This design comes from an exercise in tuning for small area on the open sky130 flow, not from production work. The RTL was checked by simulation tests, not by an equivalence proof against the original design.

==> inputs of v25 <==
## dct2d_core
module dct2d_core(clk, reset, din, dout);
input clk, reset;
input  [64-1:0]   din;
output [12*8-1:0] dout;
reg [7:0] oh;
reg [1:0] blk;
always @(posedge clk) begin
    if (!reset) begin
        oh <= 8'd1;
        blk <= 2'd0;
    end else begin
        oh <= {oh[6:0], oh[7]};
        if (oh[7] && blk != 2'd3) blk <= blk + 2'd1;
    end
end
wire valid = blk[1] & (blk[0] | ~(oh[0] | oh[1] | oh[2]));
reg [63:0] d1, d2, d3, d4;
always @(posedge clk) begin
    d1 <= din; d2 <= d1; d3 <= d2; d4 <= d3;
end
wire [64:0] rowc;
dct_row u_row (.din(d4), .dout(rowc));
wire [87:0] colin;
wire [70:0] colc;
xpose_in  u_xin  (.clk(clk), .oh(oh), .rowc(rowc), .colin(colin));
dct_col   u_col  (.din(colin), .dout(colc));
xpose_out u_xout (.clk(clk), .oh(oh), .valid(valid), .colc(colc), .dout(dout));
endmodule
==> module xpose_in, before the edit <==
module xpose_in(input clk, input [7:0] oh, input [64:0] rowc, output [87:0] colin);
    reg [8*10-1:0]  l0;
    reg [9*11-1:0]  l1;
    reg [10*11-1:0] l2;
    reg [11*11-1:0] l3;
    reg [12*11-1:0] l4;
    reg [13*11-1:0] l5;
    always @(posedge clk) begin
        l0 <= {l0[7*10-1:0],  rowc[64:55]};
        l1 <= {l1[8*11-1:0],  rowc[54:44]};
        l2 <= {l2[9*11-1:0],  rowc[43:33]};
        l3 <= {l3[10*11-1:0], rowc[32:22]};
        l4 <= {l4[11*11-1:0], rowc[21:11]};
        l5 <= {l5[12*11-1:0], rowc[10:0]};
    end
    wire s0 = oh[5];
    wire s1 = oh[6];
    wire s2 = oh[7];
    wire s3 = oh[0];
    wire s4 = oh[1];
    wire s5 = oh[2];
    genvar j;
    generate for (j = 0; j < 8; j = j + 1) begin : g_col
        assign colin[(8-j)*11-1 -: 11] =
              ({11{s0}} & {1'b0, l0[(7-j)*10 +: 10]})
            | ({11{s1}} & l1[(8-j)*11 +: 11])
            | ({11{s2}} & l2[(9-j)*11 +: 11])
            | ({11{s3}} & l3[(10-j)*11 +: 11])
            | ({11{s4}} & l4[(11-j)*11 +: 11])
            | ({11{s5}} & l5[(12-j)*11 +: 11]);
    end endgenerate
endmodule
==> module xpose_out, before the edit <==
module xpose_out(input clk, input [7:0] oh, input valid, input [70:0] colc, output [95:0] dout);
    reg [6*11-1:0]  y0;
    reg [7*12-1:0]  y1;
    reg [8*12-1:0]  y2;
    reg [9*12-1:0]  y3;
    reg [10*12-1:0] y4;
    reg [11*12-1:0] y5;
    always @(posedge clk) begin
        y0 <= {y0[5*11-1:0],  colc[70:60]};
        y1 <= {y1[6*12-1:0],  colc[59:48]};
        y2 <= {y2[7*12-1:0],  colc[47:36]};
        y3 <= {y3[8*12-1:0],  colc[35:24]};
        y4 <= {y4[9*12-1:0],  colc[23:12]};
        y5 <= {y5[10*12-1:0], colc[11:0]};
    end
    wire o0 = valid & oh[3];
    wire o1 = valid & oh[4];
    wire o2 = valid & oh[5];
    wire o3 = valid & oh[6];
    wire o4 = valid & oh[7];
    wire o5 = valid & oh[0];
    genvar k;
    generate for (k = 0; k < 6; k = k + 1) begin : g_out
        wire [10:0] a0 = y0[(5-k)*11 +: 11];
        assign dout[(8-k)*12-1 -: 12] =
              ({12{o0}} & {a0[10], a0})
            | ({12{o1}} & y1[(6-k)*12 +: 12])
            | ({12{o2}} & y2[(7-k)*12 +: 12])
            | ({12{o3}} & y3[(8-k)*12 +: 12])
            | ({12{o4}} & y4[(9-k)*12 +: 12])
            | ({12{o5}} & y5[(10-k)*12 +: 12]);
    end endgenerate
    assign dout[23:0] = 24'd0;
endmodule
clock: 14.0 ns
lec_check: 0
cap_margin: 20
core_margin: 2
core_utilization: 50
cts_buf_list: sky130_fd_sc_hd__clkbuf_8
cts_cluster_diameter: 60
cts_cluster_size: 16
gpl_routability_driven: 1
place_density: 0.6
slew_margin: 20
synth_hierarchical: 1
standard.sh (not shown) runs the stock make flow with config.mk's settings and CLKGATE_MAP_FILE= SYNTH_SCRIPT=/design/flow/synth_recipe.tcl, a recipe that flattens the netlist after the stock synthesis.
==> flow/flow/run.sh <==
#!/bin/bash
set -euo pipefail
export BUFFER_PORTS_ARGS="-buffer_cell sky130_fd_sc_hd__buf_1"
bash standard.sh > standard_flow.log 2>&1
==> inputs of v24, as changes to v25 <==
--- a/flow/design.v
+++ b/flow/design.v
@@ -2306,13 +2306,18 @@
     wire s4 = oh[1];
     wire s5 = oh[2];
-    genvar j;
+    genvar j, b;
     generate for (j = 0; j < 8; j = j + 1) begin : g_col
-        assign colin[(8-j)*11-1 -: 11] =
-              ({11{s0}} & {1'b0, l0[(7-j)*10 +: 10]})
-            | ({11{s1}} & l1[(8-j)*11 +: 11])
-            | ({11{s2}} & l2[(9-j)*11 +: 11])
-            | ({11{s3}} & l3[(10-j)*11 +: 11])
-            | ({11{s4}} & l4[(11-j)*11 +: 11])
-            | ({11{s5}} & l5[(12-j)*11 +: 11]);
+        wire [10:0] v0 = {1'b0, l0[(7-j)*10 +: 10]};
+        wire [10:0] v1 = l1[(8-j)*11 +: 11];
+        wire [10:0] v2 = l2[(9-j)*11 +: 11];
+        wire [10:0] v3 = l3[(10-j)*11 +: 11];
+        wire [10:0] v4 = l4[(11-j)*11 +: 11];
+        wire [10:0] v5 = l5[(12-j)*11 +: 11];
+        for (b = 0; b < 11; b = b + 1) begin : g_bit
+            wire na, nb;
+            dct_aoi222 ma (.a0(s0), .b0(v0[b]), .a1(s1), .b1(v1[b]), .a2(s2), .b2(v2[b]), .y(na));
+            dct_aoi222 mb (.a0(s3), .b0(v3[b]), .a1(s4), .b1(v4[b]), .a2(s5), .b2(v5[b]), .y(nb));
+            assign colin[(7-j)*11 + b] = ~(na & nb);
+        end
     end endgenerate
 endmodule
@@ -2338,17 +2343,25 @@
     wire o4 = valid & oh[7];
     wire o5 = valid & oh[0];
-    genvar k;
+    genvar k, b;
     generate for (k = 0; k < 6; k = k + 1) begin : g_out
         wire [10:0] a0 = y0[(5-k)*11 +: 11];
-        assign dout[(8-k)*12-1 -: 12] =
-              ({12{o0}} & {a0[10], a0})
-            | ({12{o1}} & y1[(6-k)*12 +: 12])
-            | ({12{o2}} & y2[(7-k)*12 +: 12])
-            | ({12{o3}} & y3[(8-k)*12 +: 12])
-            | ({12{o4}} & y4[(9-k)*12 +: 12])
-            | ({12{o5}} & y5[(10-k)*12 +: 12]);
+        wire [11:0] v0 = {a0[10], a0};
+        wire [11:0] v1 = y1[(6-k)*12 +: 12];
+        wire [11:0] v2 = y2[(7-k)*12 +: 12];
+        wire [11:0] v3 = y3[(8-k)*12 +: 12];
+        wire [11:0] v4 = y4[(9-k)*12 +: 12];
+        wire [11:0] v5 = y5[(10-k)*12 +: 12];
+        for (b = 0; b < 12; b = b + 1) begin : g_bit
+            wire na, nb;
+            dct_aoi222 ma (.a0(o0), .b0(v0[b]), .a1(o1), .b1(v1[b]), .a2(o2), .b2(v2[b]), .y(na));
+            dct_aoi222 mb (.a0(o3), .b0(v3[b]), .a1(o4), .b1(v4[b]), .a2(o5), .b2(v5[b]), .y(nb));
+            assign dout[(7-k)*12 + b] = ~(na & nb);
+        end
     end endgenerate
     assign dout[23:0] = 24'd0;
 endmodule
+module dct_aoi222(input a0, input b0, input a1, input b1, input a2, input b2, output y);
+    assign y = ~((a0 & b0) | (a1 & b1) | (a2 & b2));
+endmodule
 module dct2d_core(clk, reset, din, dout);
 input clk, reset;
==> inputs of v16, as changes to v25 <==
--- a/flow/design.v
+++ b/flow/design.v
@@ -2306,13 +2306,18 @@
     wire s4 = oh[1];
     wire s5 = oh[2];
-    genvar j;
+    genvar j, b;
     generate for (j = 0; j < 8; j = j + 1) begin : g_col
-        assign colin[(8-j)*11-1 -: 11] =
-              ({11{s0}} & {1'b0, l0[(7-j)*10 +: 10]})
-            | ({11{s1}} & l1[(8-j)*11 +: 11])
-            | ({11{s2}} & l2[(9-j)*11 +: 11])
-            | ({11{s3}} & l3[(10-j)*11 +: 11])
-            | ({11{s4}} & l4[(11-j)*11 +: 11])
-            | ({11{s5}} & l5[(12-j)*11 +: 11]);
+        wire [10:0] v0 = {1'b0, l0[(7-j)*10 +: 10]};
+        wire [10:0] v1 = l1[(8-j)*11 +: 11];
+        wire [10:0] v2 = l2[(9-j)*11 +: 11];
+        wire [10:0] v3 = l3[(10-j)*11 +: 11];
+        wire [10:0] v4 = l4[(11-j)*11 +: 11];
+        wire [10:0] v5 = l5[(12-j)*11 +: 11];
+        for (b = 0; b < 11; b = b + 1) begin : g_bit
+            wire na, nb;
+            dct_aoi222 ma (.a0(s0), .b0(v0[b]), .a1(s1), .b1(v1[b]), .a2(s2), .b2(v2[b]), .y(na));
+            dct_aoi222 mb (.a0(s3), .b0(v3[b]), .a1(s4), .b1(v4[b]), .a2(s5), .b2(v5[b]), .y(nb));
+            assign colin[(7-j)*11 + b] = ~(na & nb);
+        end
     end endgenerate
 endmodule
@@ -2338,17 +2343,25 @@
     wire o4 = valid & oh[7];
     wire o5 = valid & oh[0];
-    genvar k;
+    genvar k, b;
     generate for (k = 0; k < 6; k = k + 1) begin : g_out
         wire [10:0] a0 = y0[(5-k)*11 +: 11];
-        assign dout[(8-k)*12-1 -: 12] =
-              ({12{o0}} & {a0[10], a0})
-            | ({12{o1}} & y1[(6-k)*12 +: 12])
-            | ({12{o2}} & y2[(7-k)*12 +: 12])
-            | ({12{o3}} & y3[(8-k)*12 +: 12])
-            | ({12{o4}} & y4[(9-k)*12 +: 12])
-            | ({12{o5}} & y5[(10-k)*12 +: 12]);
+        wire [11:0] v0 = {a0[10], a0};
+        wire [11:0] v1 = y1[(6-k)*12 +: 12];
+        wire [11:0] v2 = y2[(7-k)*12 +: 12];
+        wire [11:0] v3 = y3[(8-k)*12 +: 12];
+        wire [11:0] v4 = y4[(9-k)*12 +: 12];
+        wire [11:0] v5 = y5[(10-k)*12 +: 12];
+        for (b = 0; b < 12; b = b + 1) begin : g_bit
+            wire na, nb;
+            dct_aoi222 ma (.a0(o0), .b0(v0[b]), .a1(o1), .b1(v1[b]), .a2(o2), .b2(v2[b]), .y(na));
+            dct_aoi222 mb (.a0(o3), .b0(v3[b]), .a1(o4), .b1(v4[b]), .a2(o5), .b2(v5[b]), .y(nb));
+            assign dout[(7-k)*12 + b] = ~(na & nb);
+        end
     end endgenerate
     assign dout[23:0] = 24'd0;
 endmodule
+module dct_aoi222(input a0, input b0, input a1, input b1, input a2, input b2, output y);
+    assign y = ~((a0 & b0) | (a1 & b1) | (a2 & b2));
+endmodule
 module dct2d_core(clk, reset, din, dout);
 input clk, reset;
--- a/flow/config.mk
+++ b/flow/config.mk
@@ -9,7 +9,7 @@
 export CORE_MARGIN = 2
 export CORE_UTILIZATION = 50
-export CTS_BUF_LIST = sky130_fd_sc_hd__clkbuf_8
-export CTS_CLUSTER_DIAMETER = 60
-export CTS_CLUSTER_SIZE = 16
+export CTS_BUF_LIST = sky130_fd_sc_hd__clkbuf_4
+export CTS_CLUSTER_DIAMETER = 40
+export CTS_CLUSTER_SIZE = 10
 export GPL_ROUTABILITY_DRIVEN = 1
 export PLACE_DENSITY = 0.6
==> flow_summary.ini <==
[worst_setup_path]
crit_buf_inv = 1
crit_arrival_ps = 12690
worstPathRequired_ps = 14670

[timing]
max_freq_mhz = 83.2

[place]
dp.cells = 5174

[yosys]
yosys.area_share.simple_pct = 1.53

[outcome]
outcome = no timing/DRC/antenna violations

[global_route]
grt_pass1_wl_um = 172000
antenna_found_initial = 14

[finish]
final_cell_mix = 1551 x dfxtp_1, 994 x fa_1, 327 x inv_1, 320 x a222oi_1, 164 x nand2_1
Source of the figures above: v24

==> flow_summary.ini <==
[worst_setup_path]
crit_buf_inv = 0
crit_arrival_ps = 12500

[finish]
final_cell_mix = 1549 x dfxtp_1, 994 x fa_1, 433 x a22oi_1, 328 x inv_1, 137 x buf_1
clk_share_pct = 3.19
clkbuf_count = 118

[global_route]
antenna_found_initial = 2
grt_pass1_wl_um = 182000

[place]
dp.cells = 5342

[yosys]
yosys.area_share.simple_pct = 1.14

[outcome]
outcome = no timing/DRC/antenna violations
Source of the figures above: v25

==> flow_summary.ini <==
[worst_setup_path]
crit_arrival_ps = 12970
crit_buf_inv = 1
worstPathRequired_ps = 15010

[timing]
max_freq_mhz = 83.6

[outcome]
outcome = no timing/DRC/antenna violations

[finish]
final_cell_mix = 1551 x dfxtp_1, 994 x fa_1, 324 x inv_1, 320 x a222oi_1, 201 x clkbuf_4

[global_route]
grt_pass1_wl_um = 175000

[pwr]
Source of the figures above: v16

-- static timing again, ports no longer ideal --
Ports are ideal in the flow. The routed layouts listed here were re-timed in OpenROAD. Step 1, drivers: a clkbuf_16 drives clk and a buf_2 each remaining input, both assumed. Step 2 times the ports against the registers' clock, not the clock port: input delays grow and output delays shrink by t, the midpoint of the rising clock arrivals with the driver on. a / b / c = no drivers / after step 1 / after step 2; a / b = the first two.
run	t (ns)	setup WS [ns]	worst slew at a driven data input, ns
v25	0.858	2.219 / 2.219 / 2.219	0.05
v24	0.857	1.985 / 1.985 / 1.985	0.06
v16	1.141	2.040 / 2.040 / 2.040	0.06
After both steps every run listed still meets setup and hold.
